Context: an optimization exercise on an open-source flow, tuned for small area, a short achievable clock period and few clock cycles. The choices shown serve that exercise and are no tape-out recipe. Function was checked by simulation only, so behaviour that the tests miss may differ from the original.

oak:
==> flow/design.v (excerpt) <==
module LASER (
input CLK,
input RST,
input [3:0] X,
input [3:0] Y,
output reg [3:0] C1X,
output reg [3:0] C1Y,
output reg [3:0] C2X,
output reg [3:0] C2Y,
output reg DONE);
reg [3:0] c1x, c1y, c2x, c2y;
reg done_i;
localparam NR = 38;            
localparam OP_NONE = 2'd0, OP_CAND = 2'd1, OP_REF = 2'd2, OP_INIT = 2'd3;
function [3:0] dm;
    input [3:0] a;
    input [3:0] q;
    reg k1, k2, k3;
    begin
        dm[0] = a[0] ^ q[0];
        k1 = a[0] & q[0];
        dm[1] = a[1] ^ q[1] ^ k1;
        k2 = (a[1] & q[1]) | (k1 & (a[1] ^ q[1]));
        dm[2] = a[2] ^ q[2] ^ k2;
        k3 = (a[2] & q[2]) | (k2 & (a[2] ^ q[2]));
        dm[3] = a[3] ^ q[3] ^ k3;
    end
endfunction
function [5:0] cside;
    input [3:0] c;
    cside = {c + 4'd1, c[3] & c[2], ~c[3] & ~c[2]};
endfunction
function cov;
    input [5:0] sx, sy;
    input [7:0] q;
    reg [3:0] dx, dy;
    reg fx, fy, t;
    begin
        fx = (sx[1] & q[7] & q[6]) | (sx[0] & ~q[7] & ~q[6]);
        fy = (sy[1] & q[3] & q[2]) | (sy[0] & ~q[3] & ~q[2]);
        dx = dm(sx[5:2], q[7:4]);
        dy = dm(sy[5:2], q[3:0]);
        case ({dx, dy})
            8'h00, 8'h01, 8'h02, 8'h03, 8'h04, 8'h0c, 8'h0d, 8'h0e, 8'h0f,
            8'h10, 8'h11, 8'h12, 8'h13, 8'h1d, 8'h1e, 8'h1f,
  ...
Size: ~27 I/O pins, ~31,000 um^2 of cells after synthesis.
Settings: LEC_CHECK=0, CAP_MARGIN=20, CORE_MARGIN=2, CORE_UTILIZATION=40, SLEW_MARGIN=20; clock period 12.0 ns.
standard.sh (not shown) runs the stock make flow with config.mk's settings and CLKGATE_MAP_FILE= SYNTH_SCRIPT=/design/flow/synth_recipe.tcl, a recipe that flattens the netlist after the stock synthesis.
==> flow/flow/run.sh <==
#!/bin/bash
# The standard layout, with two changes to how it is made:
#  - port buffers of a regular buffer cell (buf_4) instead of the delay cell
#    that buffer_ports picks by default;
#  - repair_timing asked for more setup margin than the 12 ns clock needs,
#    so that it also works on paths that already meet 12 ns.
set -euo pipefail
bash standard.sh finish "BUFFER_PORTS_ARGS=-buffer_cell sky130_fd_sc_hd__buf_4" SETUP_SLACK_MARGIN=8.9 CTS_CLUSTER_SIZE=28 CTS_CLUSTER_DIAMETER=70 > standard_flow.log 2>&1
Looking at the reports, oak completed the entire flow and the layout it produced met the timing, design-rule and antenna checks.
Testbench counts of oak, summed over its fixed seeds: cycles 44,462.
What pine does differently from oak at the input level:
diff --git a/flow/flow/run.sh b/flow/flow/run.sh
--- a/flow/flow/run.sh
+++ b/flow/flow/run.sh
@@ -7,2 +7,2 @@
 set -euo pipefail
-bash standard.sh finish "BUFFER_PORTS_ARGS=-buffer_cell sky130_fd_sc_hd__buf_4" SETUP_SLACK_MARGIN=8.9 CTS_CLUSTER_SIZE=28 CTS_CLUSTER_DIAMETER=70 > standard_flow.log 2>&1
+bash standard.sh finish "BUFFER_PORTS_ARGS=-buffer_cell sky130_fd_sc_hd__buf_4" SETUP_SLACK_MARGIN=8.55 CTS_CLUSTER_SIZE=28 CTS_CLUSTER_DIAMETER=70 > standard_flow.log 2>&1
### Flow results
pine: no failed stages, no open violations at the end
Changes observed in pine relative to oak: global routing met3 resource utilization fell by 0.67 points; relative max-transition margin went up by 12 points.
Higher global-route usage over all layers was reported by oak, not pine.

---

Another version of the RTL of LASER (not shown whole).
Size: about 3100 cells after synthesis, roughly 580 flip-flops, about 27 I/O pins.
clock: 12.0 ns
lec_check: 0
cap_margin: 20
core_margin: 2
core_utilization: 40
slew_margin: 20
==> flow/flow/run.sh <==
#!/bin/bash
# The standard layout, with two changes to how it is made:
#  - port buffers of a regular buffer cell (buf_4) instead of the delay cell
#    that buffer_ports picks by default;
#  - repair_timing asked for more setup margin than the 12 ns clock needs,
#    so that it also works on paths that already meet 12 ns.
set -euo pipefail
bash standard.sh finish "BUFFER_PORTS_ARGS=-buffer_cell sky130_fd_sc_hd__buf_4" SETUP_SLACK_MARGIN=8.7 CTS_CLUSTER_SIZE=22 CTS_CLUSTER_DIAMETER=60 > standard_flow.log 2>&1
The baseline passed the timing, design-rule and antenna checks.
Testbench counts at the start, summed over its fixed seeds: cycles 44,462.
Next try:
--- a/flow/flow/run.sh
+++ b/flow/flow/run.sh
@@ -6,3 +6,3 @@
 #    so that it also works on paths that already meet 12 ns.
 set -euo pipefail
-bash standard.sh finish "BUFFER_PORTS_ARGS=-buffer_cell sky130_fd_sc_hd__buf_4" SETUP_SLACK_MARGIN=8.7 CTS_CLUSTER_SIZE=22 CTS_CLUSTER_DIAMETER=60 > standard_flow.log 2>&1
+bash standard.sh finish "BUFFER_PORTS_ARGS=-buffer_cell sky130_fd_sc_hd__buf_4" SETUP_SLACK_MARGIN=8.7 > standard_flow.log 2>&1
Effect: The changed run completed with no timing, DRC or antenna violations. Worst hold slack degrades by 0.0050 ns. Worst setup slack improves by 0.055 ns. Routed wire length rose slightly.
Next try:
--- a/flow/flow/run.sh
+++ b/flow/flow/run.sh
@@ -6,3 +6,3 @@
 #    so that it also works on paths that already meet 12 ns.
 set -euo pipefail
-bash standard.sh finish "BUFFER_PORTS_ARGS=-buffer_cell sky130_fd_sc_hd__buf_4" SETUP_SLACK_MARGIN=8.7 > standard_flow.log 2>&1
+bash standard.sh finish "BUFFER_PORTS_ARGS=-buffer_cell sky130_fd_sc_hd__buf_4" SETUP_SLACK_MARGIN=8.7 ABC_AREA=1 CTS_CLUSTER_SIZE=28 CTS_CLUSTER_DIAMETER=70 > standard_flow.log 2>&1
=> The new run completed without violations; core utilization shrinks by 3.4 points; setup slack is better by 0.024 ns.

---

## indigo
Another version of the RTL of LASER (not shown whole).
For scale: about 580 flip-flops.
Settings: LEC_CHECK=0, CAP_MARGIN=20, CORE_MARGIN=2, CORE_UTILIZATION=40, SLEW_MARGIN=20; clock period 12.0 ns.
==> flow/flow/run.sh <==
#!/bin/bash
set -euo pipefail
bash standard.sh finish "BUFFER_PORTS_ARGS=-buffer_cell sky130_fd_sc_hd__buf_4" SETUP_SLACK_MARGIN=8.4 > standard_flow.log 2>&1
Testbench counts of indigo, summed over its fixed seeds: cycles 44,782.
Relative to indigo, the following input files were edited for maple:
==> flow/run.sh (new file) <==
#!/bin/bash
# synth_recipe.tcl (not shown) runs the flow's synth.tcl, then flattens the netlist and writes it again
# the make line also repeats each setting of config.mk as NAME=value (left out here)
make -C /OpenROAD-flow-scripts/flow DESIGN_CONFIG=/design/flow/config.mk WORK_HOME=/design/flow/orfs CLKGATE_MAP_FILE= SYNTH_SCRIPT=/design/flow/synth_recipe.tcl finish
removed: flow/flow/run.sh
removed: flow/standard.sh
### Flow results
Compared with indigo, in maple total global routing track utilization decreased by 0.50 points relative to the old numbers; fraction of area in multi-input gates closely matched the old numbers; depth of the worst register-to-register path decreased by 1 relative to the old numbers.
Source of the critical timing path: DONE -> indigo, p0r -> maple

---

Another version of the RTL of LASER (not shown whole).
Size: about 570 flip-flops, about 27 I/O pins.
// LASER
module LASER (
input CLK,
input RST,
input [3:0] X,
input [3:0] Y,
output reg [3:0] C1X,
output reg [3:0] C1Y,
output reg [3:0] C2X,
output reg [3:0] C2Y,
output reg DONE);
reg [3:0] c1x, c1y, c2x, c2y;
localparam NR = 38;            
localparam OP_NONE = 2'd0, OP_CAND = 2'd1, OP_REF = 2'd2, OP_INIT = 2'd3;
function [3:0] dm;
    input [3:0] a;
    input [3:0] q;
    reg k1, k2, k3;
    begin
        dm[0] = a[0] ^ q[0];
        k1 = a[0] & q[0];
        dm[1] = a[1] ^ q[1] ^ k1;
        k2 = (a[1] & q[1]) | (k1 & (a[1] ^ q[1]));
        dm[2] = a[2] ^ q[2] ^ k2;
        k3 = (a[2] & q[2]) | (k2 & (a[2] ^ q[2]));
        dm[3] = a[3] ^ q[3] ^ k3;
    end
endfunction
function [5:0] cside;
    input [3:0] c;
    cside = {c + 4'd1, c[3] & c[2], ~c[3] & ~c[2]};
endfunction
function cov;
    input [5:0] sx, sy;
    input [7:0] q;
    reg [3:0] dx, dy;
    reg fx, fy, t;
    begin
        fx = (sx[1] & q[7] & q[6]) | (sx[0] & ~q[7] & ~q[6]);
        fy = (sy[1] & q[3] & q[2]) | (sy[0] & ~q[3] & ~q[2]);
        dx = dm(sx[5:2], q[7:4]);
        dy = dm(sy[5:2], q[3:0]);
        case ({dx, dy})
            8'h00, 8'h01, 8'h02, 8'h03, 8'h04, 8'h0c, 8'h0d, 8'h0e, 8'h0f,
            8'h10, 8'h11, 8'h12, 8'h13, 8'h1d, 8'h1e, 8'h1f,
            8'h20, 8'h21, 8'h22, 8'h23, 8'h2d, 8'h2e, 8'h2f,
            8'h30, 8'h31, 8'h32, 8'h3e, 8'h3f,
            8'h40,
  ...
clock: 12.0 ns
lec_check: 0
cap_margin: 20
core_margin: 2
core_utilization: 40
slew_margin: 20
==> flow/flow/run.sh <==
#!/bin/bash
# The standard layout, with two changes to how it is made:
#  - port buffers of a regular buffer cell (buf_4) instead of the delay cell
#    that buffer_ports picks by default;
#  - repair_timing asked for more setup margin than the 12 ns clock needs,
#    so that it also works on paths that already meet 12 ns.
set -euo pipefail
bash standard.sh finish "BUFFER_PORTS_ARGS=-buffer_cell sky130_fd_sc_hd__buf_4" SETUP_SLACK_MARGIN=8.55 ABC_AREA=1 CTS_CLUSTER_SIZE=28 CTS_CLUSTER_DIAMETER=70 > standard_flow.log 2>&1
Testbench counts at the start, summed over its fixed seeds: cycles 44,462.
Rerun with:
--- a/flow/flow/run.sh
+++ b/flow/flow/run.sh
@@ -6,3 +6,3 @@
 #    so that it also works on paths that already meet 12 ns.
 set -euo pipefail
-bash standard.sh finish "BUFFER_PORTS_ARGS=-buffer_cell sky130_fd_sc_hd__buf_4" SETUP_SLACK_MARGIN=8.55 ABC_AREA=1 CTS_CLUSTER_SIZE=28 CTS_CLUSTER_DIAMETER=70 > standard_flow.log 2>&1
+bash standard.sh finish "BUFFER_PORTS_ARGS=-buffer_cell sky130_fd_sc_hd__buf_4" SETUP_SLACK_MARGIN=8.4 CTS_CLUSTER_SIZE=28 CTS_CLUSTER_DIAMETER=70 > standard_flow.log 2>&1
The new run passed the timing, design-rule and antenna checks.
Setup slack gets better by 0.017 ns.
Via count came out lower by about a fifth.
Sequential share of layout area came out higher by 2.0 points.
Rerun with:
==> flow/flow/run.sh (replaced) <==
#!/bin/bash
set -euo pipefail
bash standard.sh finish "BUFFER_PORTS_ARGS=-buffer_cell sky130_fd_sc_hd__buf_4" SETUP_SLACK_MARGIN=8.55 "CTS_ARGS=-sink_clustering_enable -repair_clock_nets -sink_clustering_size 28 -sink_clustering_max_diameter 70 -sink_clustering_levels 1 -distance_between_buffers 500 -branching_point_buffers_distance 500" > standard_flow.log 2>&1
=>
- The new run passed the timing, design-rule and antenna checks
- worst setup slack is about the same
- synthesized area stays the same
- core utilization rose by 0.53 points
- non-clock buffer count increases by 33
- clock-buffer cell count went up by 2

[what the ideal ports hide]
The flow's constraints put no driver on any port. The routed layouts listed below were extracted and timed again, unchanged, in two steps. Step 1, drivers: a clkbuf_16 drives CLK and a buf_2 each remaining input, both assumed. Step 2 also shifts input and output timing later by t, the mid clock arrival at the registers, as if the neighbouring blocks saw the same clock. a / b / c = ideal ports / drivers / drivers and shift; a / b = the first two.
| run | t (ns) | slack for setup (ns) | hold slack, ns | worst slew at a driven data input, ns | cell pins on the clock port's net |
|---|---|---|---|---|---|
| oak | 0.667 | 8.502 / 8.441 / 8.727 | 0.325 / 0.325 / 0.325 | 0.03 | 1 |
| pine | 0.654 | 8.523 / 8.458 / 8.709 | 0.332 / 0.332 / 0.332 | 0.03 | 1 |
| the first run of note 2 | 0.670 | 8.489 / 8.427 / 8.667 | 0.330 / 0.330 / 0.330 | 0.03 | 1 |
| the second run of note 2 | 0.652 | 8.544 / 8.481 / 8.660 | 0.325 / 0.325 / 0.325 | 0.03 | 1 |
| the third run of note 2 | 0.662 | 8.567 / 8.497 / 8.831 | 0.330 / 0.330 / 0.330 | 0.07 | 1 |
| indigo | 0.657 | 8.466 / 8.404 / 8.520 | 0.324 / 0.324 / 0.324 | 0.03 | 1 |
| maple | 0.665 | 7.866 / 7.852 / 7.866 | 0.296 / 0.296 / 0.296 | 0.03 | 1 |
| the first run of note 4 | 0.656 | 8.532 / 8.472 / 8.757 | 0.329 / 0.329 / 0.329 | 0.06 | 1 |
| the second run of note 4 | 0.651 | 8.549 / 8.488 / 8.552 | 0.330 / 0.330 / 0.330 | 0.03 | 1 |
| the third run of note 4 | 0.651 | 8.549 / 8.485 / 8.659 | 0.331 / 0.331 / 0.331 | 0.03 | 1 |
After both steps every run listed still meets setup and hold.
